Background: an optimization exercise with open tools, aiming at small area and a short achievable clock period. Do not read the settings as production practice. Only the layout flow was run in this run; the RTL was not checked for function there. Power figures rest on the tool's default switching activity, not on a simulated workload.

`flow/config.mk`:
```
export PLATFORM = sky130hd
export DESIGN_NAME = Optimized_Wallace
export DESIGN_NICKNAME = Optimized_Wallace
export VERILOG_FILES = /design/flow/design.v
export SDC_FILE = /design/flow/constraint.sdc
export NUM_CORES = 4
export LEC_CHECK = 0
export CAP_MARGIN = 20
export CORE_MARGIN = 2
export CORE_UTILIZATION = 60
export CTS_BUF_LIST = sky130_fd_sc_hd__clkbuf_16
export CTS_CLUSTER_DIAMETER = 100
export CTS_CLUSTER_SIZE = 25
export SETUP_SLACK_MARGIN = 1.4
export SLEW_MARGIN = 20
export SYNTH_HIERARCHICAL = 1
export SYNTH_MINIMUM_KEEP_SIZE = 0
export TNS_END_PERCENT = 0
```
`flow/constraint.sdc`:
```
create_clock -name core_clock -period 3.0 [get_ports {clk}]
set_input_delay 0.6000 -clock core_clock [delete_from_list [all_inputs] [get_ports {clk}]]
set_output_delay 0.6000 -clock core_clock [all_outputs]
set_load 0.01 [all_outputs]
```
`flow/design.v`:
```
`timescale 1ns / 1ps
module fa(input a, b, c, output s, co);
    assign s = a ^ b ^ c;
    assign co = (a & b) | (a & c) | (b & c);
endmodule
module ha(input a, b, output s, co);
    assign s = a ^ b;
    assign co = a & b;
endmodule
module Optimized_Wallace(
    input clk, rst,
    input [15:0] A, B,
    output reg [31:0] PRODUCT
);
    reg [15:0] ra;
    reg rb15;
    reg one0;
    reg two0;
    reg neg0;
    reg one1;
    reg two1;
    reg neg1;
    reg one2;
    reg two2;
    reg neg2;
    reg one3;
    reg two3;
    reg neg3;
    reg one4;
    reg two4;
    reg neg4;
    reg one5;
    reg two5;
    reg neg5;
    reg one6;
    reg two6;
    reg neg6;
    reg one7;
    reg two7;
    reg neg7;
    reg [92:0] r2;
    reg [54:0] r3;
    reg v1, v2, v3;
    wire pp1 = ((one0 & ra[0])) ^ neg0;
    wire pp2 = ((one0 & ra[1]) | (two0 & ra[0])) ^ neg0;
    wire pp3 = ((one0 & ra[2]) | (two0 & ra[1])) ^ neg0;
    wire pp4 = ((one0 & ra[3]) | (two0 & ra[2])) ^ neg0;
    wire pp5 = ((one0 & ra[4]) | (two0 & ra[3])) ^ neg0;
    wire pp6 = ((one0 & ra[5]) | (two0 & ra[4])) ^ neg0;
    wire pp7 = ((one0 & ra[6]) | (two0 & ra[5])) ^ neg0;
    wire pp8 = ((one0 & ra[7]) | (two0 & ra[6])) ^ neg0;
    wire pp9 = ((one0 & ra[8]) | (two0 & ra[7])) ^ neg0;
    wire pp10 = ((one0 & ra[9]) | (two0 & ra[8])) ^ neg0;
    wire pp11 = ((one0 & ra[10]) | (two0 & ra[9])) ^ neg0;
    wire pp12 = ((one0 & ra[11]) | (two0 & ra[10])) ^ neg0;
    wire pp13 = ((one0 & ra[12]) | (two0 & ra[11])) ^ neg0;
    wire pp14 = ((one0 & ra[13]) | (two0 & ra[12])) ^ neg0;
    wire pp15 = ((one0 & ra[14]) | (two0 & ra[13])) ^ neg0;
    wire pp16 = ((one0 & ra[15]) | (two0 & ra[14])) ^ neg0;
    wire pp17 = ((two0 & ra[15])) ^ neg0;
    wire ns18 = ~neg0;
    wire pp19 = ((one1 & ra[0])) ^ neg1;
    wire pp20 = ((one1 & ra[1]) | (two1 & ra[0])) ^ neg1;
    wire pp21 = ((one1 & ra[2]) | (two1 & ra[1])) ^ neg1;
    wire pp22 = ((one1 & ra[3]) | (two1 & ra[2])) ^ neg1;
    wire pp23 = ((one1 & ra[4]) | (two1 & ra[3])) ^ neg1;
    wire pp24 = ((one1 & ra[5]) | (two1 & ra[4])) ^ neg1;
    wire pp25 = ((one1 & ra[6]) | (two1 & ra[5])) ^ neg1;
    wire pp26 = ((one1 & ra[7]) | (two1 & ra[6])) ^ neg1;
    wire pp27 = ((one1 & ra[8]) | (two1 & ra[7])) ^ neg1;
    wire pp28 = ((one1 & ra[9]) | (two1 & ra[8])) ^ neg1;
    wire pp29 = ((one1 & ra[10]) | (two1 & ra[9])) ^ neg1;
    wire pp30 = ((one1 & ra[11]) | (two1 & ra[10])) ^ neg1;
    wire pp31 = ((one1 & ra[12]) | (two1 & ra[11])) ^ neg1;
    wire pp32 = ((one1 & ra[13]) | (two1 & ra[12])) ^ neg1;
    wire pp33 = ((one1 & ra[14]) | (two1 & ra[13])) ^ neg1;
    wire pp34 = ((one1 & ra[15]) | (two1 & ra[14])) ^ neg1;
    wire pp35 = ((two1 & ra[15])) ^ neg1;
    wire ns36 = ~neg1;
    wire pp37 = ((one2 & ra[0])) ^ neg2;
    wire pp38 = ((one2 & ra[1]) | (two2 & ra[0])) ^ neg2;
    wire pp39 = ((one2 & ra[2]) | (two2 & ra[1])) ^ neg2;
    wire pp40 = ((one2 & ra[3]) | (two2 & ra[2])) ^ neg2;
    wire pp41 = ((one2 & ra[4]) | (two2 & ra[3])) ^ neg2;
    wire pp42 = ((one2 & ra[5]) | (two2 & ra[4])) ^ neg2;
    wire pp43 = ((one2 & ra[6]) | (two2 & ra[5])) ^ neg2;
    wire pp44 = ((one2 & ra[7]) | (two2 & ra[6])) ^ neg2;
    wire pp45 = ((one2 & ra[8]) | (two2 & ra[7])) ^ neg2;
    wire pp46 = ((one2 & ra[9]) | (two2 & ra[8])) ^ neg2;
    wire pp47 = ((one2 & ra[10]) | (two2 & ra[9])) ^ neg2;
    wire pp48 = ((one2 & ra[11]) | (two2 & ra[10])) ^ neg2;
    wire pp49 = ((one2 & ra[12]) | (two2 & ra[11])) ^ neg2;
    wire pp50 = ((one2 & ra[13]) | (two2 & ra[12])) ^ neg2;
    wire pp51 = ((one2 & ra[14]) | (two2 & ra[13])) ^ neg2;
    wire pp52 = ((one2 & ra[15]) | (two2 & ra[14])) ^ neg2;
    wire pp53 = ((two2 & ra[15])) ^ neg2;
    wire ns54 = ~neg2;
    wire pp55 = ((one3 & ra[0])) ^ neg3;
    wire pp56 = ((one3 & ra[1]) | (two3 & ra[0])) ^ neg3;
    wire pp57 = ((one3 & ra[2]) | (two3 & ra[1])) ^ neg3;
    wire pp58 = ((one3 & ra[3]) | (two3 & ra[2])) ^ neg3;
    wire pp59 = ((one3 & ra[4]) | (two3 & ra[3])) ^ neg3;
    wire pp60 = ((one3 & ra[5]) | (two3 & ra[4])) ^ neg3;
    wire pp61 = ((one3 & ra[6]) | (two3 & ra[5])) ^ neg3;
    wire pp62 = ((one3 & ra[7]) | (two3 & ra[6])) ^ neg3;
    wire pp63 = ((one3 & ra[8]) | (two3 & ra[7])) ^ neg3;
    wire pp64 = ((one3 & ra[9]) | (two3 & ra[8])) ^ neg3;
    wire pp65 = ((one3 & ra[10]) | (two3 & ra[9])) ^ neg3;
    wire pp66 = ((one3 & ra[11]) | (two3 & ra[10])) ^ neg3;
    wire pp67 = ((one3 & ra[12]) | (two3 & ra[11])) ^ neg3;
    wire pp68 = ((one3 & ra[13]) | (two3 & ra[12])) ^ neg3;
    wire pp69 = ((one3 & ra[14]) | (two3 & ra[13])) ^ neg3;
    wire pp70 = ((one3 & ra[15]) | (two3 & ra[14])) ^ neg3;
    wire pp71 = ((two3 & ra[15])) ^ neg3;
    wire ns72 = ~neg3;
    wire pp73 = ((one4 & ra[0])) ^ neg4;
    wire pp74 = ((one4 & ra[1]) | (two4 & ra[0])) ^ neg4;
    wire pp75 = ((one4 & ra[2]) | (two4 & ra[1])) ^ neg4;
    wire pp76 = ((one4 & ra[3]) | (two4 & ra[2])) ^ neg4;
    wire pp77 = ((one4 & ra[4]) | (two4 & ra[3])) ^ neg4;
    wire pp78 = ((one4 & ra[5]) | (two4 & ra[4])) ^ neg4;
    wire pp79 = ((one4 & ra[6]) | (two4 & ra[5])) ^ neg4;
    wire pp80 = ((one4 & ra[7]) | (two4 & ra[6])) ^ neg4;
    wire pp81 = ((one4 & ra[8]) | (two4 & ra[7])) ^ neg4;
    wire pp82 = ((one4 & ra[9]) | (two4 & ra[8])) ^ neg4;
    wire pp83 = ((one4 & ra[10]) | (two4 & ra[9])) ^ neg4;
    wire pp84 = ((one4 & ra[11]) | (two4 & ra[10])) ^ neg4;
    wire pp85 = ((one4 & ra[12]) | (two4 & ra[11])) ^ neg4;
    wire pp86 = ((one4 & ra[13]) | (two4 & ra[12])) ^ neg4;
    wire pp87 = ((one4 & ra[14]) | (two4 & ra[13])) ^ neg4;
    wire pp88 = ((one4 & ra[15]) | (two4 & ra[14])) ^ neg4;
    wire pp89 = ((two4 & ra[15])) ^ neg4;
    wire ns90 = ~neg4;
    wire pp91 = ((one5 & ra[0])) ^ neg5;
    wire pp92 = ((one5 & ra[1]) | (two5 & ra[0])) ^ neg5;
    wire pp93 = ((one5 & ra[2]) | (two5 & ra[1])) ^ neg5;
    wire pp94 = ((one5 & ra[3]) | (two5 & ra[2])) ^ neg5;
    wire pp95 = ((one5 & ra[4]) | (two5 & ra[3])) ^ neg5;
    wire pp96 = ((one5 & ra[5]) | (two5 & ra[4])) ^ neg5;
    wire pp97 = ((one5 & ra[6]) | (two5 & ra[5])) ^ neg5;
    wire pp98 = ((one5 & ra[7]) | (two5 & ra[6])) ^ neg5;
    wire pp99 = ((one5 & ra[8]) | (two5 & ra[7])) ^ neg5;
    wire pp100 = ((one5 & ra[9]) | (two5 & ra[8])) ^ neg5;
    wire pp101 = ((one5 & ra[10]) | (two5 & ra[9])) ^ neg5;
    wire pp102 = ((one5 & ra[11]) | (two5 & ra[10])) ^ neg5;
    wire pp103 = ((one5 & ra[12]) | (two5 & ra[11])) ^ neg5;
    wire pp104 = ((one5 & ra[13]) | (two5 & ra[12])) ^ neg5;
    wire pp105 = ((one5 & ra[14]) | (two5 & ra[13])) ^ neg5;
    wire pp106 = ((one5 & ra[15]) | (two5 & ra[14])) ^ neg5;
    wire pp107 = ((two5 & ra[15])) ^ neg5;
    wire ns108 = ~neg5;
    wire pp109 = ((one6 & ra[0])) ^ neg6;
    wire pp110 = ((one6 & ra[1]) | (two6 & ra[0])) ^ neg6;
    wire pp111 = ((one6 & ra[2]) | (two6 & ra[1])) ^ neg6;
    wire pp112 = ((one6 & ra[3]) | (two6 & ra[2])) ^ neg6;
    wire pp113 = ((one6 & ra[4]) | (two6 & ra[3])) ^ neg6;
    wire pp114 = ((one6 & ra[5]) | (two6 & ra[4])) ^ neg6;
    wire pp115 = ((one6 & ra[6]) | (two6 & ra[5])) ^ neg6;
    wire pp116 = ((one6 & ra[7]) | (two6 & ra[6])) ^ neg6;
    wire pp117 = ((one6 & ra[8]) | (two6 & ra[7])) ^ neg6;
    wire pp118 = ((one6 & ra[9]) | (two6 & ra[8])) ^ neg6;
    wire pp119 = ((one6 & ra[10]) | (two6 & ra[9])) ^ neg6;
    wire pp120 = ((one6 & ra[11]) | (two6 & ra[10])) ^ neg6;
    wire pp121 = ((one6 & ra[12]) | (two6 & ra[11])) ^ neg6;
    wire pp122 = ((one6 & ra[13]) | (two6 & ra[12])) ^ neg6;
    wire pp123 = ((one6 & ra[14]) | (two6 & ra[13])) ^ neg6;
    wire pp124 = ((one6 & ra[15]) | (two6 & ra[14])) ^ neg6;
    wire pp125 = ((two6 & ra[15])) ^ neg6;
    wire ns126 = ~neg6;
    wire pp127 = ((one7 & ra[0])) ^ neg7;
    wire pp128 = ((one7 & ra[1]) | (two7 & ra[0])) ^ neg7;
    wire pp129 = ((one7 & ra[2]) | (two7 & ra[1])) ^ neg7;
    wire pp130 = ((one7 & ra[3]) | (two7 & ra[2])) ^ neg7;
    wire pp131 = ((one7 & ra[4]) | (two7 & ra[3])) ^ neg7;
    wire pp132 = ((one7 & ra[5]) | (two7 & ra[4])) ^ neg7;
    wire pp133 = ((one7 & ra[6]) | (two7 & ra[5])) ^ neg7;
    wire pp134 = ((one7 & ra[7]) | (two7 & ra[6])) ^ neg7;
    wire pp135 = ((one7 & ra[8]) | (two7 & ra[7])) ^ neg7;
    wire pp136 = ((one7 & ra[9]) | (two7 & ra[8])) ^ neg7;
    wire pp137 = ((one7 & ra[10]) | (two7 & ra[9])) ^ neg7;
    wire pp138 = ((one7 & ra[11]) | (two7 & ra[10])) ^ neg7;
    wire pp139 = ((one7 & ra[12]) | (two7 & ra[11])) ^ neg7;
    wire pp140 = ((one7 & ra[13]) | (two7 & ra[12])) ^ neg7;
    wire pp141 = ((one7 & ra[14]) | (two7 & ra[13])) ^ neg7;
    wire pp142 = ((one7 & ra[15]) | (two7 & ra[14])) ^ neg7;
    wire pp143 = ((two7 & ra[15])) ^ neg7;
    wire ns144 = ~neg7;
    wire pp145 = rb15 & ra[0];
    wire pp146 = rb15 & ra[1];
    wire pp147 = rb15 & ra[2];
    wire pp148 = rb15 & ra[3];
    wire pp149 = rb15 & ra[4];
    wire pp150 = rb15 & ra[5];
    wire pp151 = rb15 & ra[6];
    wire pp152 = rb15 & ra[7];
    wire pp153 = rb15 & ra[8];
    wire pp154 = rb15 & ra[9];
    wire pp155 = rb15 & ra[10];
    wire pp156 = rb15 & ra[11];
    wire pp157 = rb15 & ra[12];
    wire pp158 = rb15 & ra[13];
    wire pp159 = rb15 & ra[14];
    wire pp160 = rb15 & ra[15];
    wire s161, c162;
    fa u_s161 (.a(pp3), .b(pp19), .c(neg1), .s(s161), .co(c162));
    wire s163, c164;
    fa u_s163 (.a(pp5), .b(pp21), .c(pp37), .s(s163), .co(c164));
    wire s165, c166;
    fa u_s165 (.a(pp6), .b(pp22), .c(pp38), .s(s165), .co(c166));
    wire s167, c168;
    fa u_s167 (.a(pp7), .b(pp23), .c(pp39), .s(s167), .co(c168));
    wire s169, c170;
    fa u_s169 (.a(pp8), .b(pp24), .c(pp40), .s(s169), .co(c170));
    wire s171, c172;
    fa u_s171 (.a(pp9), .b(pp25), .c(pp41), .s(s171), .co(c172));
    wire s173, c174;
    fa u_s173 (.a(pp57), .b(pp73), .c(neg4), .s(s173), .co(c174));
    wire s175, c176;
    fa u_s175 (.a(pp10), .b(pp26), .c(pp42), .s(s175), .co(c176));
    wire s177, c178;
    fa u_s177 (.a(pp11), .b(pp27), .c(pp43), .s(s177), .co(c178));
    wire s179, c180;
    fa u_s179 (.a(pp59), .b(pp75), .c(pp91), .s(s179), .co(c180));
    wire s181, c182;
    fa u_s181 (.a(pp12), .b(pp28), .c(pp44), .s(s181), .co(c182));
    wire s183, c184;
    fa u_s183 (.a(pp60), .b(pp76), .c(pp92), .s(s183), .co(c184));
    wire s185, c186;
    fa u_s185 (.a(pp13), .b(pp29), .c(pp45), .s(s185), .co(c186));
    wire s187, c188;
    fa u_s187 (.a(pp61), .b(pp77), .c(pp93), .s(s187), .co(c188));
    wire s189, c190;
    fa u_s189 (.a(pp14), .b(pp30), .c(pp46), .s(s189), .co(c190));
    wire s191, c192;
    fa u_s191 (.a(pp62), .b(pp78), .c(pp94), .s(s191), .co(c192));
    wire s193, c194;
    fa u_s193 (.a(pp15), .b(pp31), .c(pp47), .s(s193), .co(c194));
    wire s195, c196;
    fa u_s195 (.a(pp63), .b(pp79), .c(pp95), .s(s195), .co(c196));
    wire s197, c198;
    fa u_s197 (.a(pp111), .b(pp127), .c(neg7), .s(s197), .co(c198));
    wire s199, c200;
    fa u_s199 (.a(pp16), .b(pp32), .c(pp48), .s(s199), .co(c200));
    wire s201, c202;
    fa u_s201 (.a(pp64), .b(pp80), .c(pp96), .s(s201), .co(c202));
    wire s203, c204;
    ha u_s203 (.a(pp112), .b(pp128), .s(s203), .co(c204));
    wire s205, c206;
    fa u_s205 (.a(pp17), .b(pp33), .c(pp49), .s(s205), .co(c206));
    wire s207, c208;
    fa u_s207 (.a(pp65), .b(pp81), .c(pp97), .s(s207), .co(c208));
    wire s209, c210;
    fa u_s209 (.a(pp113), .b(pp129), .c(pp145), .s(s209), .co(c210));
    wire s211, c212;
    fa u_s211 (.a(neg0), .b(pp34), .c(pp50), .s(s211), .co(c212));
    wire s213, c214;
    fa u_s213 (.a(pp66), .b(pp82), .c(pp98), .s(s213), .co(c214));
    wire s215, c216;
    fa u_s215 (.a(pp114), .b(pp130), .c(pp146), .s(s215), .co(c216));
    wire s217, c218;
    fa u_s217 (.a(neg0), .b(pp35), .c(pp51), .s(s217), .co(c218));
    wire s219, c220;
    fa u_s219 (.a(pp67), .b(pp83), .c(pp99), .s(s219), .co(c220));
    wire s221, c222;
    fa u_s221 (.a(pp115), .b(pp131), .c(pp147), .s(s221), .co(c222));
    wire s223, c224;
    fa u_s223 (.a(ns18), .b(ns36), .c(pp52), .s(s223), .co(c224));
    wire s225, c226;
    fa u_s225 (.a(pp68), .b(pp84), .c(pp100), .s(s225), .co(c226));
    wire s227, c228;
    fa u_s227 (.a(pp116), .b(pp132), .c(pp148), .s(s227), .co(c228));
    wire s229 = ~(pp53 ^ pp69);
    wire c230 = pp53 | pp69;
    wire s231, c232;
    fa u_s231 (.a(pp85), .b(pp101), .c(pp117), .s(s231), .co(c232));
    wire s233, c234;
    ha u_s233 (.a(pp133), .b(pp149), .s(s233), .co(c234));
    wire s235, c236;
    fa u_s235 (.a(ns54), .b(pp70), .c(pp86), .s(s235), .co(c236));
    wire s237, c238;
    fa u_s237 (.a(pp102), .b(pp118), .c(pp134), .s(s237), .co(c238));
    wire s239 = ~(pp71 ^ pp87);
    wire c240 = pp71 | pp87;
    wire s241, c242;
    fa u_s241 (.a(pp103), .b(pp119), .c(pp135), .s(s241), .co(c242));
    wire s243, c244;
    fa u_s243 (.a(ns72), .b(pp88), .c(pp104), .s(s243), .co(c244));
    wire s245, c246;
    fa u_s245 (.a(pp120), .b(pp136), .c(pp152), .s(s245), .co(c246));
    wire s247 = ~(pp89 ^ pp105);
    wire c248 = pp89 | pp105;
    wire s249, c250;
    fa u_s249 (.a(pp121), .b(pp137), .c(pp153), .s(s249), .co(c250));
    wire s251, c252;
    fa u_s251 (.a(ns90), .b(pp106), .c(pp122), .s(s251), .co(c252));
    wire s253 = ~(pp107 ^ pp123);
    wire c254 = pp107 | pp123;
    wire s255, c256;
    fa u_s255 (.a(ns108), .b(pp124), .c(pp140), .s(s255), .co(c256));
    wire s257 = ~(pp125 ^ pp141);
    wire c258 = pp125 | pp141;
    wire s259, c260;
    fa u_s259 (.a(ns126), .b(pp142), .c(pp158), .s(s259), .co(c260));
    wire s261 = ~(pp143 ^ pp159);
    wire c262 = pp143 | pp159;
    wire s263, c264;
    fa u_s263 (.a(c162), .b(pp4), .c(pp20), .s(s263), .co(c264));
    wire s265, c266;
    fa u_s265 (.a(c166), .b(s167), .c(pp55), .s(s265), .co(c266));
    wire s267, c268;
    fa u_s267 (.a(c168), .b(s169), .c(pp56), .s(s267), .co(c268));
    wire s269, c270;
    fa u_s269 (.a(c170), .b(s171), .c(s173), .s(s269), .co(c270));
    wire s271, c272;
    fa u_s271 (.a(c172), .b(c174), .c(s175), .s(s271), .co(c272));
    wire s273, c274;
    fa u_s273 (.a(c176), .b(s177), .c(s179), .s(s273), .co(c274));
    wire s275, c276;
    fa u_s275 (.a(c178), .b(c180), .c(s181), .s(s275), .co(c276));
    wire s277, c278;
    fa u_s277 (.a(c182), .b(c184), .c(s185), .s(s277), .co(c278));
    wire s279, c280;
    fa u_s279 (.a(s187), .b(pp109), .c(neg6), .s(s279), .co(c280));
    wire s281, c282;
    fa u_s281 (.a(c186), .b(c188), .c(s189), .s(s281), .co(c282));
    wire s283, c284;
    ha u_s283 (.a(s191), .b(pp110), .s(s283), .co(c284));
    wire s285, c286;
    fa u_s285 (.a(c190), .b(c192), .c(s193), .s(s285), .co(c286));
    wire s287, c288;
    ha u_s287 (.a(s195), .b(s197), .s(s287), .co(c288));
    wire s289, c290;
    fa u_s289 (.a(c194), .b(c196), .c(c198), .s(s289), .co(c290));
    wire s291, c292;
    fa u_s291 (.a(s199), .b(s201), .c(s203), .s(s291), .co(c292));
    wire s293, c294;
    fa u_s293 (.a(c200), .b(c202), .c(c204), .s(s293), .co(c294));
    wire s295, c296;
    fa u_s295 (.a(s205), .b(s207), .c(s209), .s(s295), .co(c296));
    wire s297, c298;
    fa u_s297 (.a(c206), .b(c208), .c(c210), .s(s297), .co(c298));
    wire s299, c300;
    fa u_s299 (.a(s211), .b(s213), .c(s215), .s(s299), .co(c300));
    wire s301, c302;
    fa u_s301 (.a(c212), .b(c214), .c(c216), .s(s301), .co(c302));
    wire s303, c304;
    fa u_s303 (.a(s217), .b(s219), .c(s221), .s(s303), .co(c304));
    wire s305, c306;
    fa u_s305 (.a(c218), .b(c220), .c(c222), .s(s305), .co(c306));
    wire s307, c308;
    fa u_s307 (.a(s223), .b(s225), .c(s227), .s(s307), .co(c308));
    wire s309, c310;
    fa u_s309 (.a(c224), .b(c226), .c(c228), .s(s309), .co(c310));
    wire s311, c312;
    fa u_s311 (.a(s229), .b(s231), .c(s233), .s(s311), .co(c312));
    wire s313, c314;
    fa u_s313 (.a(c230), .b(c232), .c(c234), .s(s313), .co(c314));
    wire s315, c316;
    fa u_s315 (.a(s235), .b(s237), .c(pp150), .s(s315), .co(c316));
    wire s317, c318;
    fa u_s317 (.a(c236), .b(c238), .c(s239), .s(s317), .co(c318));
    wire s319, c320;
    ha u_s319 (.a(s241), .b(pp151), .s(s319), .co(c320));
    wire s321, c322;
    fa u_s321 (.a(c240), .b(c242), .c(s243), .s(s321), .co(c322));
    wire s323, c324;
    fa u_s323 (.a(c244), .b(c246), .c(s247), .s(s323), .co(c324));
    wire s325, c326;
    fa u_s325 (.a(c248), .b(c250), .c(s251), .s(s325), .co(c326));
    wire s327, c328;
    fa u_s327 (.a(c252), .b(s253), .c(pp139), .s(s327), .co(c328));
    wire s329, c330;
    fa u_s329 (.a(c254), .b(s255), .c(pp156), .s(s329), .co(c330));
    wire s331, c332;
    fa u_s331 (.a(c256), .b(s257), .c(pp157), .s(s331), .co(c332));
    wire s333, c334;
    fa u_s333 (.a(c262), .b(ns144), .c(pp160), .s(s333), .co(c334));
    wire s335, c336;
    fa u_s335 (.a(r2[5]), .b(r2[6]), .c(r2[7]), .s(s335), .co(c336));
    wire s337, c338;
    fa u_s337 (.a(r2[16]), .b(r2[17]), .c(r2[18]), .s(s337), .co(c338));
    wire s339, c340;
    fa u_s339 (.a(r2[20]), .b(r2[21]), .c(r2[22]), .s(s339), .co(c340));
    wire s341, c342;
    fa u_s341 (.a(r2[23]), .b(r2[24]), .c(r2[25]), .s(s341), .co(c342));
    wire s343, c344;
    fa u_s343 (.a(r2[26]), .b(r2[27]), .c(r2[28]), .s(s343), .co(c344));
    wire s345, c346;
    fa u_s345 (.a(r2[29]), .b(r2[30]), .c(r2[31]), .s(s345), .co(c346));
    wire s347, c348;
    fa u_s347 (.a(r2[33]), .b(r2[34]), .c(r2[35]), .s(s347), .co(c348));
    wire s349, c350;
    fa u_s349 (.a(r2[37]), .b(r2[38]), .c(r2[39]), .s(s349), .co(c350));
    wire s351, c352;
    fa u_s351 (.a(r2[41]), .b(r2[42]), .c(r2[43]), .s(s351), .co(c352));
    wire s353, c354;
    fa u_s353 (.a(r2[45]), .b(r2[46]), .c(r2[47]), .s(s353), .co(c354));
    wire s355, c356;
    fa u_s355 (.a(r2[49]), .b(r2[50]), .c(r2[51]), .s(s355), .co(c356));
    wire s357, c358;
    fa u_s357 (.a(r2[53]), .b(r2[54]), .c(r2[55]), .s(s357), .co(c358));
    wire s359, c360;
    fa u_s359 (.a(r2[57]), .b(r2[58]), .c(r2[59]), .s(s359), .co(c360));
    wire s361, c362;
    fa u_s361 (.a(r2[61]), .b(r2[62]), .c(r2[63]), .s(s361), .co(c362));
    wire s363, c364;
    fa u_s363 (.a(r2[65]), .b(r2[66]), .c(r2[67]), .s(s363), .co(c364));
    wire s365, c366;
    fa u_s365 (.a(r2[69]), .b(r2[70]), .c(r2[71]), .s(s365), .co(c366));
    wire s367, c368;
    fa u_s367 (.a(r2[73]), .b(r2[74]), .c(r2[75]), .s(s367), .co(c368));
    wire s369, c370;
    fa u_s369 (.a(r2[76]), .b(r2[77]), .c(r2[78]), .s(s369), .co(c370));
    wire s371, c372;
    fa u_s371 (.a(r2[80]), .b(r2[81]), .c(r2[82]), .s(s371), .co(c372));
    wire s373, c374;
    fa u_s373 (.a(r2[87]), .b(r2[88]), .c(r2[89]), .s(s373), .co(c374));
    wire s375, c376;
    fa u_s375 (.a(c336), .b(r2[8]), .c(r2[9]), .s(s375), .co(c376));
    wire s377, c378;
    ha u_s377 (.a(r2[10]), .b(r2[11]), .s(s377), .co(c378));
    wire s379, c380;
    ha u_s379 (.a(r2[12]), .b(r2[13]), .s(s379), .co(c380));
    wire s381, c382;
    ha u_s381 (.a(r2[14]), .b(r2[15]), .s(s381), .co(c382));
    wire s383, c384;
    ha u_s383 (.a(s337), .b(r2[19]), .s(s383), .co(c384));
    wire s385, c386;
    ha u_s385 (.a(c338), .b(s339), .s(s385), .co(c386));
    wire s387, c388;
    ha u_s387 (.a(c340), .b(s341), .s(s387), .co(c388));
    wire s389, c390;
    ha u_s389 (.a(c342), .b(s343), .s(s389), .co(c390));
    wire s391, c392;
    fa u_s391 (.a(c344), .b(s345), .c(r2[32]), .s(s391), .co(c392));
    wire s393, c394;
    fa u_s393 (.a(c346), .b(s347), .c(r2[36]), .s(s393), .co(c394));
    wire s395, c396;
    fa u_s395 (.a(c348), .b(s349), .c(r2[40]), .s(s395), .co(c396));
    wire s397, c398;
    fa u_s397 (.a(c350), .b(s351), .c(r2[44]), .s(s397), .co(c398));
    wire s399, c400;
    fa u_s399 (.a(c352), .b(s353), .c(r2[48]), .s(s399), .co(c400));
    wire s401, c402;
    fa u_s401 (.a(c354), .b(s355), .c(r2[52]), .s(s401), .co(c402));
    wire s403, c404;
    fa u_s403 (.a(c356), .b(s357), .c(r2[56]), .s(s403), .co(c404));
    wire s405, c406;
    fa u_s405 (.a(c358), .b(s359), .c(r2[60]), .s(s405), .co(c406));
    wire s407, c408;
    fa u_s407 (.a(c360), .b(s361), .c(r2[64]), .s(s407), .co(c408));
    wire s409, c410;
    fa u_s409 (.a(c362), .b(s363), .c(r2[68]), .s(s409), .co(c410));
    wire s411, c412;
    fa u_s411 (.a(c364), .b(s365), .c(r2[72]), .s(s411), .co(c412));
    wire s413, c414;
    ha u_s413 (.a(c366), .b(s367), .s(s413), .co(c414));
    wire s415, c416;
    fa u_s415 (.a(c368), .b(s369), .c(r2[79]), .s(s415), .co(c416));
    wire s417, c418;
    ha u_s417 (.a(c370), .b(s371), .s(s417), .co(c418));
    wire s419, c420;
    fa u_s419 (.a(c372), .b(r2[83]), .c(r2[84]), .s(s419), .co(c420));
    wire s421, c422;
    ha u_s421 (.a(r2[85]), .b(r2[86]), .s(s421), .co(c422));
    wire s423, c424;
    fa u_s423 (.a(c374), .b(r2[90]), .c(r2[91]), .s(s423), .co(c424));
    wire g425, p426;
    ha u_p426 (.a(r2[0]), .b(r2[1]), .s(p426), .co(g425));
    wire g427, p428;
    ha u_p428 (.a(c376), .b(s377), .s(p428), .co(g427));
    wire g429, p430;
    ha u_p430 (.a(c378), .b(s379), .s(p430), .co(g429));
    wire g431, p432;
    ha u_p432 (.a(c380), .b(s381), .s(p432), .co(g431));
    wire g433, p434;
    ha u_p434 (.a(c382), .b(s383), .s(p434), .co(g433));
    wire g435, p436;
    ha u_p436 (.a(c384), .b(s385), .s(p436), .co(g435));
    wire g437, p438;
    ha u_p438 (.a(c386), .b(s387), .s(p438), .co(g437));
    wire g439, p440;
    ha u_p440 (.a(c388), .b(s389), .s(p440), .co(g439));
    wire g441, p442;
    ha u_p442 (.a(c390), .b(s391), .s(p442), .co(g441));
    wire g443, p444;
    ha u_p444 (.a(c392), .b(s393), .s(p444), .co(g443));
    wire g445, p446;
    ha u_p446 (.a(c394), .b(s395), .s(p446), .co(g445));
    wire g447, p448;
    ha u_p448 (.a(c396), .b(s397), .s(p448), .co(g447));
    wire g449, p450;
    ha u_p450 (.a(c398), .b(s399), .s(p450), .co(g449));
    wire g451, p452;
    ha u_p452 (.a(c400), .b(s401), .s(p452), .co(g451));
    wire g453, p454;
    ha u_p454 (.a(c402), .b(s403), .s(p454), .co(g453));
    wire g455, p456;
    ha u_p456 (.a(c404), .b(s405), .s(p456), .co(g455));
    wire g457, p458;
    ha u_p458 (.a(c406), .b(s407), .s(p458), .co(g457));
    wire g459, p460;
    ha u_p460 (.a(c408), .b(s409), .s(p460), .co(g459));
    wire g461, p462;
    ha u_p462 (.a(c410), .b(s411), .s(p462), .co(g461));
    wire g463, p464;
    ha u_p464 (.a(c412), .b(s413), .s(p464), .co(g463));
    wire g465, p466;
    ha u_p466 (.a(c414), .b(s415), .s(p466), .co(g465));
    wire g467, p468;
    ha u_p468 (.a(c416), .b(s417), .s(p468), .co(g467));
    wire g469, p470;
    ha u_p470 (.a(c418), .b(s419), .s(p470), .co(g469));
    wire g471, p472;
    ha u_p472 (.a(c420), .b(s421), .s(p472), .co(g471));
    wire g473, p474;
    ha u_p474 (.a(c422), .b(s373), .s(p474), .co(g473));
    wire g475, p476;
    ha u_p476 (.a(c424), .b(r2[92]), .s(p476), .co(g475));
    wire t477 = p426 | g425;
    wire t478 = p428 | g427;
    wire t479 = p430 | g429;
    wire t480 = p432 | g431;
    wire t481 = p434 | g433;
    wire G482 = 1'b0 | (r2[2] & g425);
    wire P483 = r2[2] & t477;
    wire G484 = 1'b0 | (r2[4] & 1'b0);
    wire P485 = r2[4] & r2[3];
    wire G486 = 1'b0 | (s375 & 1'b0);
    wire P487 = s375 & s335;
    wire G488 = g429 | (t479 & g427);
    wire P489 = t479 & t478;
    wire G490 = g433 | (t481 & g431);
    wire P491 = t481 & t480;
    wire G492 = G484 | (P485 & G482);
    wire P493 = P485 & P483;
    wire G494 = G488 | (P489 & G486);
    wire P495 = P489 & P487;
    wire G496 = G494 | (P495 & G492);
    wire P497 = P495 & P493;
    wire G498 = G486 | (P487 & G492);
    wire P499 = P487 & P493;
    wire G500 = G490 | (P491 & G496);
    wire P501 = P491 & P497;
    wire G502 = 1'b0 | (r2[3] & G482);
    wire P503 = r2[3] & P483;
    wire G504 = 1'b0 | (s335 & G492);
    wire P505 = s335 & P493;
    wire G506 = g427 | (t478 & G498);
    wire P507 = t478 & P499;
    wire G508 = g431 | (t480 & G496);
    wire P509 = t480 & P497;
    wire sum510 = p426;
    wire sum511 = r2[2] ^ g425;
    wire sum512 = r2[3] ^ G482;
    wire sum513 = r2[4] ^ G502;
    wire sum514 = s335 ^ G492;
    wire sum515 = s375 ^ G504;
    wire sum516 = p428 ^ G498;
    wire sum517 = p430 ^ G506;
    wire sum518 = p432 ^ G496;
    wire sum519 = p434 ^ G508;
    wire t520 = r3[11] | r3[12];
    wire t521 = r3[13] | r3[14];
    wire t522 = r3[15] | r3[16];
    wire t523 = r3[17] | r3[18];
    wire t524 = r3[19] | r3[20];
    wire t525 = r3[21] | r3[22];
    wire t526 = r3[23] | r3[24];
    wire t527 = r3[25] | r3[26];
    wire t528 = r3[27] | r3[28];
    wire t529 = r3[29] | r3[30];
    wire t530 = r3[31] | r3[32];
    wire t531 = r3[33] | r3[34];
    wire t532 = r3[35] | r3[36];
    wire t533 = r3[37] | r3[38];
    wire t534 = r3[39] | r3[40];
    wire t535 = r3[41] | r3[42];
    wire t536 = r3[43] | r3[44];
    wire t537 = r3[45] | r3[46];
    wire t538 = r3[47] | r3[48];
    wire t539 = r3[49] | r3[50];
    wire t540 = r3[51] | r3[52];
    wire t541 = r3[53] | r3[54];
    wire g542 = r3[12] | (r3[11] & r3[10]);
    wire G543 = r3[14] | (t521 & g542);
    wire P544 = t521 & t520;
    wire G545 = r3[18] | (t523 & r3[16]);
    wire P546 = t523 & t522;
    wire G547 = r3[22] | (t525 & r3[20]);
    wire P548 = t525 & t524;
    wire G549 = r3[26] | (t527 & r3[24]);
    wire P550 = t527 & t526;
    wire G551 = r3[30] | (t529 & r3[28]);
    wire P552 = t529 & t528;
    wire G553 = r3[34] | (t531 & r3[32]);
    wire P554 = t531 & t530;
    wire G555 = r3[38] | (t533 & r3[36]);
    wire P556 = t533 & t532;
    wire G557 = r3[42] | (t535 & r3[40]);
    wire P558 = t535 & t534;
    wire G559 = r3[46] | (t537 & r3[44]);
    wire P560 = t537 & t536;
    wire G561 = r3[50] | (t539 & r3[48]);
    wire P562 = t539 & t538;
    wire G563 = r3[54] | (t541 & r3[52]);
    wire P564 = t541 & t540;
    wire G565 = G545 | (P546 & G543);
    wire P566 = P546 & P544;
    wire G567 = G549 | (P550 & G547);
    wire P568 = P550 & P548;
    wire G569 = G553 | (P554 & G551);
    wire P570 = P554 & P552;
    wire G571 = G557 | (P558 & G555);
    wire P572 = P558 & P556;
    wire G573 = G561 | (P562 & G559);
    wire P574 = P562 & P560;
    wire G575 = G567 | (P568 & G565);
    wire P576 = P568 & P566;
    wire G577 = G571 | (P572 & G569);
    wire P578 = P572 & P570;
    wire G579 = G577 | (P578 & G575);
    wire P580 = P578 & P576;
    wire G581 = G569 | (P570 & G575);
    wire P582 = P570 & P576;
    wire G583 = G573 | (P574 & G579);
    wire P584 = P574 & P580;
    wire G585 = G547 | (P548 & G565);
    wire P586 = P548 & P566;
    wire G587 = G551 | (P552 & G575);
    wire P588 = P552 & P576;
    wire G589 = G555 | (P556 & G581);
    wire P590 = P556 & P582;
    wire G591 = G559 | (P560 & G579);
    wire P592 = P560 & P580;
    wire G593 = G563 | (P564 & G583);
    wire P594 = P564 & P584;
    wire G595 = r3[16] | (t522 & G543);
    wire P596 = t522 & P544;
    wire G597 = r3[20] | (t524 & G565);
    wire P598 = t524 & P566;
    wire G599 = r3[24] | (t526 & G585);
    wire P600 = t526 & P586;
    wire G601 = r3[28] | (t528 & G575);
    wire P602 = t528 & P576;
    wire G603 = r3[32] | (t530 & G587);
    wire P604 = t530 & P588;
    wire G605 = r3[36] | (t532 & G581);
    wire P606 = t532 & P582;
    wire G607 = r3[40] | (t534 & G589);
    wire P608 = t534 & P590;
    wire G609 = r3[44] | (t536 & G579);
    wire P610 = t536 & P580;
    wire G611 = r3[48] | (t538 & G591);
    wire P612 = t538 & P592;
    wire G613 = r3[52] | (t540 & G583);
    wire P614 = t540 & P584;
    wire sum615 = r3[11] ^ r3[10];
    wire sum616 = r3[13] ^ g542;
    wire sum617 = r3[15] ^ G543;
    wire sum618 = r3[17] ^ G595;
    wire sum619 = r3[19] ^ G565;
    wire sum620 = r3[21] ^ G597;
    wire sum621 = r3[23] ^ G585;
    wire sum622 = r3[25] ^ G599;
    wire sum623 = r3[27] ^ G575;
    wire sum624 = r3[29] ^ G601;
    wire sum625 = r3[31] ^ G587;
    wire sum626 = r3[33] ^ G603;
    wire sum627 = r3[35] ^ G581;
    wire sum628 = r3[37] ^ G605;
    wire sum629 = r3[39] ^ G589;
    wire sum630 = r3[41] ^ G607;
    wire sum631 = r3[43] ^ G579;
    wire sum632 = r3[45] ^ G609;
    wire sum633 = r3[47] ^ G591;
    wire sum634 = r3[49] ^ G611;
    wire sum635 = r3[51] ^ G583;
    wire sum636 = r3[53] ^ G613;
    wire [31:0] sum = {sum636, sum635, sum634, sum633, sum632, sum631, sum630, sum629, sum628, sum627, sum626, sum625, sum624, sum623, sum622, sum621, sum620, sum619, sum618, sum617, sum616, sum615, r3[9], r3[8], r3[7], r3[6], r3[5], r3[4], r3[3], r3[2], r3[1], r3[0]};
    always @(posedge clk or posedge rst) begin
        if (rst) begin
            v1 <= 1'b0; v2 <= 1'b0; v3 <= 1'b0;
            PRODUCT <= 32'd0;
        end else begin
            v1 <= 1'b1; v2 <= v1; v3 <= v2;
            PRODUCT <= sum & {32{v3}};
        end
    end
    always @(posedge clk) begin
        ra <= A;
        rb15 <= B[15];
        one0 <= B[0] ^ 1'b0;
        two0 <= (B[1] & ~B[0] & ~1'b0) | (~B[1] & B[0] & 1'b0);
        neg0 <= B[1] & ~(B[0] & 1'b0);
        one1 <= B[2] ^ B[1];
        two1 <= (B[3] & ~B[2] & ~B[1]) | (~B[3] & B[2] & B[1]);
        neg1 <= B[3] & ~(B[2] & B[1]);
        one2 <= B[4] ^ B[3];
        two2 <= (B[5] & ~B[4] & ~B[3]) | (~B[5] & B[4] & B[3]);
        neg2 <= B[5] & ~(B[4] & B[3]);
        one3 <= B[6] ^ B[5];
        two3 <= (B[7] & ~B[6] & ~B[5]) | (~B[7] & B[6] & B[5]);
        neg3 <= B[7] & ~(B[6] & B[5]);
        one4 <= B[8] ^ B[7];
        two4 <= (B[9] & ~B[8] & ~B[7]) | (~B[9] & B[8] & B[7]);
        neg4 <= B[9] & ~(B[8] & B[7]);
        one5 <= B[10] ^ B[9];
        two5 <= (B[11] & ~B[10] & ~B[9]) | (~B[11] & B[10] & B[9]);
        neg5 <= B[11] & ~(B[10] & B[9]);
        one6 <= B[12] ^ B[11];
        two6 <= (B[13] & ~B[12] & ~B[11]) | (~B[13] & B[12] & B[11]);
        neg6 <= B[13] & ~(B[12] & B[11]);
        one7 <= B[14] ^ B[13];
        two7 <= (B[15] & ~B[14] & ~B[13]) | (~B[15] & B[14] & B[13]);
        neg7 <= B[15] & ~(B[14] & B[13]);
        r2 <= {s333, s261, c260, s259, c258, c332, s331, c330, s329, c328, pp155, s327, c326, pp154, pp138, s325, c324, s249, s323, c322, s245, s321, c320, c318, s319, s317, c316, c314, s315, s313, c312, c310, s311, s309, c308, c306, s307, s305, c304, c302, s303, s301, c300, c298, s299, s297, c296, c294, s295, s293, c292, c290, s291, s289, c288, c286, s287, s285, c284, c282, s283, s281, c280, c278, s279, s277, c276, s183, s275, c274, neg5, s273, c272, pp74, pp58, s271, c270, s269, c268, s267, c266, neg3, s265, s165, c164, neg2, s163, c264, s263, s161, pp2, neg0, pp1};
        r3 <= {g475, p476, 1'b0, s423, g473, p474, g471, p472, g469, p470, g467, p468, g465, p466, g463, p464, g461, p462, g459, p460, g457, p458, g455, p456, g453, p454, g451, p452, g449, p450, g447, p448, g445, p446, g443, p444, g441, p442, g439, p440, g437, p438, g435, p436, G500, sum519, sum518, sum517, sum516, sum515, sum514, sum513, sum512, sum511, sum510};
    end
endmodule
```
`flow/flow/run.sh`:
```
#!/bin/bash
# The standard layout (the standard.sh: ORFS synthesis through finish),
# with the port buffers made of sky130_fd_sc_hd__buf_1 instead of the
# resizer's default pick.  Every tool's output goes to a log in this folder
# (make's own output to flow_make.log, ORFS's per-step logs under orfs/logs).
set -euo pipefail
export BUFFER_PORTS_ARGS="-buffer_cell sky130_fd_sc_hd__buf_1"
bash standard.sh finish > flow_make.log 2>&1
```
`flow/standard.sh`:
```
#!/bin/bash
# synth_recipe.tcl (not shown) runs the flow's synth.tcl, then flattens the netlist and writes it again
# the make line also repeats each setting of config.mk as NAME=value (left out here)
make -C /OpenROAD-flow-scripts/flow DESIGN_CONFIG=/design/flow/config.mk WORK_HOME=/design/flow/orfs CLKGATE_MAP_FILE= SYNTH_SCRIPT=/design/flow/synth_recipe.tcl "${@:-finish}"
```
==> notes.md <==
==> metal layers <==
metal | part of all wire | vias up | track usage
li1 | - | 3177 | -
met1 | 0.47 | 3400 | 0.357
met2 | 0.44 | 292 | 0.367
met3 | 0.070 | 49 | 0.0493
met4 | 0.022 | 0 | 0.0589
met5 | 0 | - | 0
==> timing repair <==
action                     CTS  global route
pin swaps                    7             5
gates resized for setup     46             3
setup endpoints to repair  128           139
setup buffers                4             2
hold buffers                 0             0
==> cells in the final DEF (no fill, tap or decap), types with 16 or more instances in the layout <==
master / netlist / routed
a22oi_1: 120 / 119
and2_1: 28 / 28
buf_1: 3 / 65
buf_4: 0 / 19
dfrtp_1: 35 / 35
dfxtp_1: 187 / 152
dfxtp_2: 0 / 27
fa_1: 111 / 109
ha_1: 59 / 57
inv_1: 28 / 32
nand2_1: 26 / 26
o21ai_0: 20 / 16
xnor2_1: 148 / 147
==> worst register-to-register path: cells and delay by family, from the launching register on <==
family | cells | cell delay (ns)
xor gates and xnor gates | 1 | 0.28
AOI/OAI and AO/OA | 1 | 0.18
adders and majority gates | 2 | 0.96
DFF | 1 | 0.60
==> logic make-up after synthesis <==
group           synth area share
flops                      0.410
compound gates             0.114
fa+ha+maj                  0.263
xor+xnor                   0.118
buf+inv                   0.0374
simple gates              0.0534
mux                      0.00356
other cells             0.000333
==> cell type report <==
cell class,instances,area share
clock buffers,13,0.0269
flip-flops and latches,222,0.387
repair buffers,84,0.0320
clock inverters,5,0.00165
multi-input cells,614,0.520
well taps,234,0.0242
inverters,28,0.00869
==> Yosys stat by module (local to each module, per instance) <==
module	cells	area (um2)	flip-flops and latches
ha	1	12.5	0
Optimized_Wallace	796	8520	222
fa	1	20.0	0
==> worst max-delay path by stage <==
stage	start	end	slack [ns]	cells after the start
floorplan	r3[37]$_DFF_P_	PRODUCT[30]$_DFF_PP0_	1.0	8
global placement	ra[6]$_DFF_P_	r2[15]$_DFF_P_	0.51	4
detailed placement	ra[6]$_DFF_P_	r2[10]$_DFF_P_	0.50	4
CTS	r2[5]$_DFF_P_	r3[10]$_DFF_P_	0.89	8
global route	r2[5]$_DFF_P_	r3[9]$_DFF_P_	0.76	8
finish	ra[4]$_DFF_P_	r2[10]$_DFF_P_	0.85	4
==> stage by stage <==
| stage | cell area [um2] | hold slack (ns) | util | instances |
|---|---|---|---|---|
| 2_1_floorplan | 11500 | 0.330 | - | 948 |
| 3_3_place_gp | 11600 | 0.339 | 0.625 | 1176 |
| 3_5_place_dp | 11600 | 0.343 | 0.625 | 1176 |
| 4_1_cts | 12100 | 0.173 | 0.650 | 1198 |
| 5_1_grt | 12100 | 0.189 | 0.651 | 1200 |
| 6_report | 12100 | 0.175 | 0.651 | 1200 |
==> flip-flops by register name, summed over array words and instances (netlist names), 16 cells and up <==
register  flops
r3           53
PRODUCT      32
ra           16
r2           93
==> where the power goes <==
group | leakage, uW | switching, uW | internal, uW
logic | 0.00260 | 2430 | 2360
clock network | 0.000185 | 909 | 786
registers | 0.00202 | 742 | 4110
==> results.ini <==
[timing]
finalMaxSlewViolations = 0
min_period_ns = 2.15
tns_ns = 0
setup_viol = 0
skew_ns = 0.0189
final_min_period_over_clock_period = 0.716
slew_headroom = 0.531
worstMarginPinSlew_ns = 0.704
fmax_mhz = 465
grt_setup_unrepaired = true
timing.final.hold_violations = 0
worst_slack_ns = 0.851

[synthesis]
async_reset_ff_frac = 0.158
yosysUniqueCellTypes = 46
ys_top_cells_by_count = dfxtp_1, xnor2_1, a22oi_1
yosysMostFrequentCell = dfxtp_1
ys_seq_area_frac = 0.410
ys_seq_elements = 222
synth_nets = 1152
yosysTopAreaCell = dfxtp_1
synth.top_cell.area_share = 0.333
synth_edf_count = 0
synth_area_leaders = dfxtp_1, fa_1, xnor2_1
synthFlopType = dfxtp_1
synth_area_mm2 = 0.0113
ys_warn_count = 7
syn-instance-count = 948
syn-mean-instance-area_um2 = 11.9

[placement]
dp_hpwl_um = 16800
pre_cts_ws_ns = 0.501
portBuffers = 65
routabilityCongestion = 0.877

[clock_network]
cts.sinks = 222
clk_latency_ns = 0.49
cts_tree = built
root_buffer = clkbuf_16
cts_buffers = 12
clk_pin_slew_ns = 0.10
h-tree-depth = 1
clock_path_buffers = 3

[route]
wire_per_inst_um = 19.2
drt-total-wl_um = 23100
firstDrtPassIters = 5
ant_nets = 0
num_vias = 6918
via_per_inst = 5.77
drt_iter0_markers = 513
route.detailed.drc = 0

[floorplan]
die_y_um = 141
placementRows = 50
die_x_um = 141
core_mm2 = 0.0186
fp.dieArea_mm2 = 0.0199
initial_core_util = 0.606
ioPinCount = 66

[outcome]
outcome = complete, no violations

[setup_path]
rrSetupSlack_ns = 0.85
critPathLaunchType = flop
critical_path.max_fanout = 17
end_kind = flop
cp_num_buf_inv = 0
reg2reg_depth = 4
cp.arrival_ns = 2.50
crit_family = adder cells
cp_slowest_cell = dfxtp_2
crit_top_cell = fa_1
critPathMaxStageDelay_ns = 0.60
reg2reg_to = r2[10]$_DFF_P_
worstPathCellList = a22oi_1 > xnor2_1 > fa_1 > fa_1
reg2reg_from = ra[4]$_DFF_P_
worstPathRequired_ns = 3.35
critical_path_class = reg -> reg

[final_layout]
drive_gt1_frac = 0.0880
fillers = 1435
layout.nets = 1166
seq_area_mm2 = 0.00468
diodes = 0
multi_input_area_mm2 = 0.00629
area.growth.synth_to_final_pct = 7.53

[pwr]
p_per_area_mw_per_mm2 = 937
ir_drop_v = 0.000481
total_power_uw = 11300
power.leakage_uw = 0.00481

[grt]
grt_pass1_wl_um = 38100
grt.total_usage = 0.241
grt-ovfl-total = 0
grt_max_degree = 36
grt_pass1_vias = 7140
antenna_found_initial = 0

[min_path]
hold_class = in -> async

[flow_run]
drv_cap = 0

==> what the ideal ports hide <==
No port has a modelled driver above. Below, the same layout with a new extraction and two added sets of constraints. Step 1, drivers: a clkbuf_16 drives clk and a buf_2 each remaining input, both assumed. Step 2 adds t to the input delays and takes it off the output delays; t is the mean of the earliest and latest rising clock arrival at the registers after step 1. Input paths then give back, and output paths get back, about the clock's delay inside the block. Three values: ideal, step 1, step 2; two values: the first two.
shift t [ns]: 0.517
setup WS [ns]: 0.851 / 0.851 / 0.851
clock arrival spread, ns: 0.021 / 0.022
worst data-port slew with drivers (ns): 0.03
cell pins on the clock port's net: 1
After both steps this run still meets setup and hold. For this run, drivers alone change the setup slack by 0.000 ns; drivers and shift together by 0.000 ns.
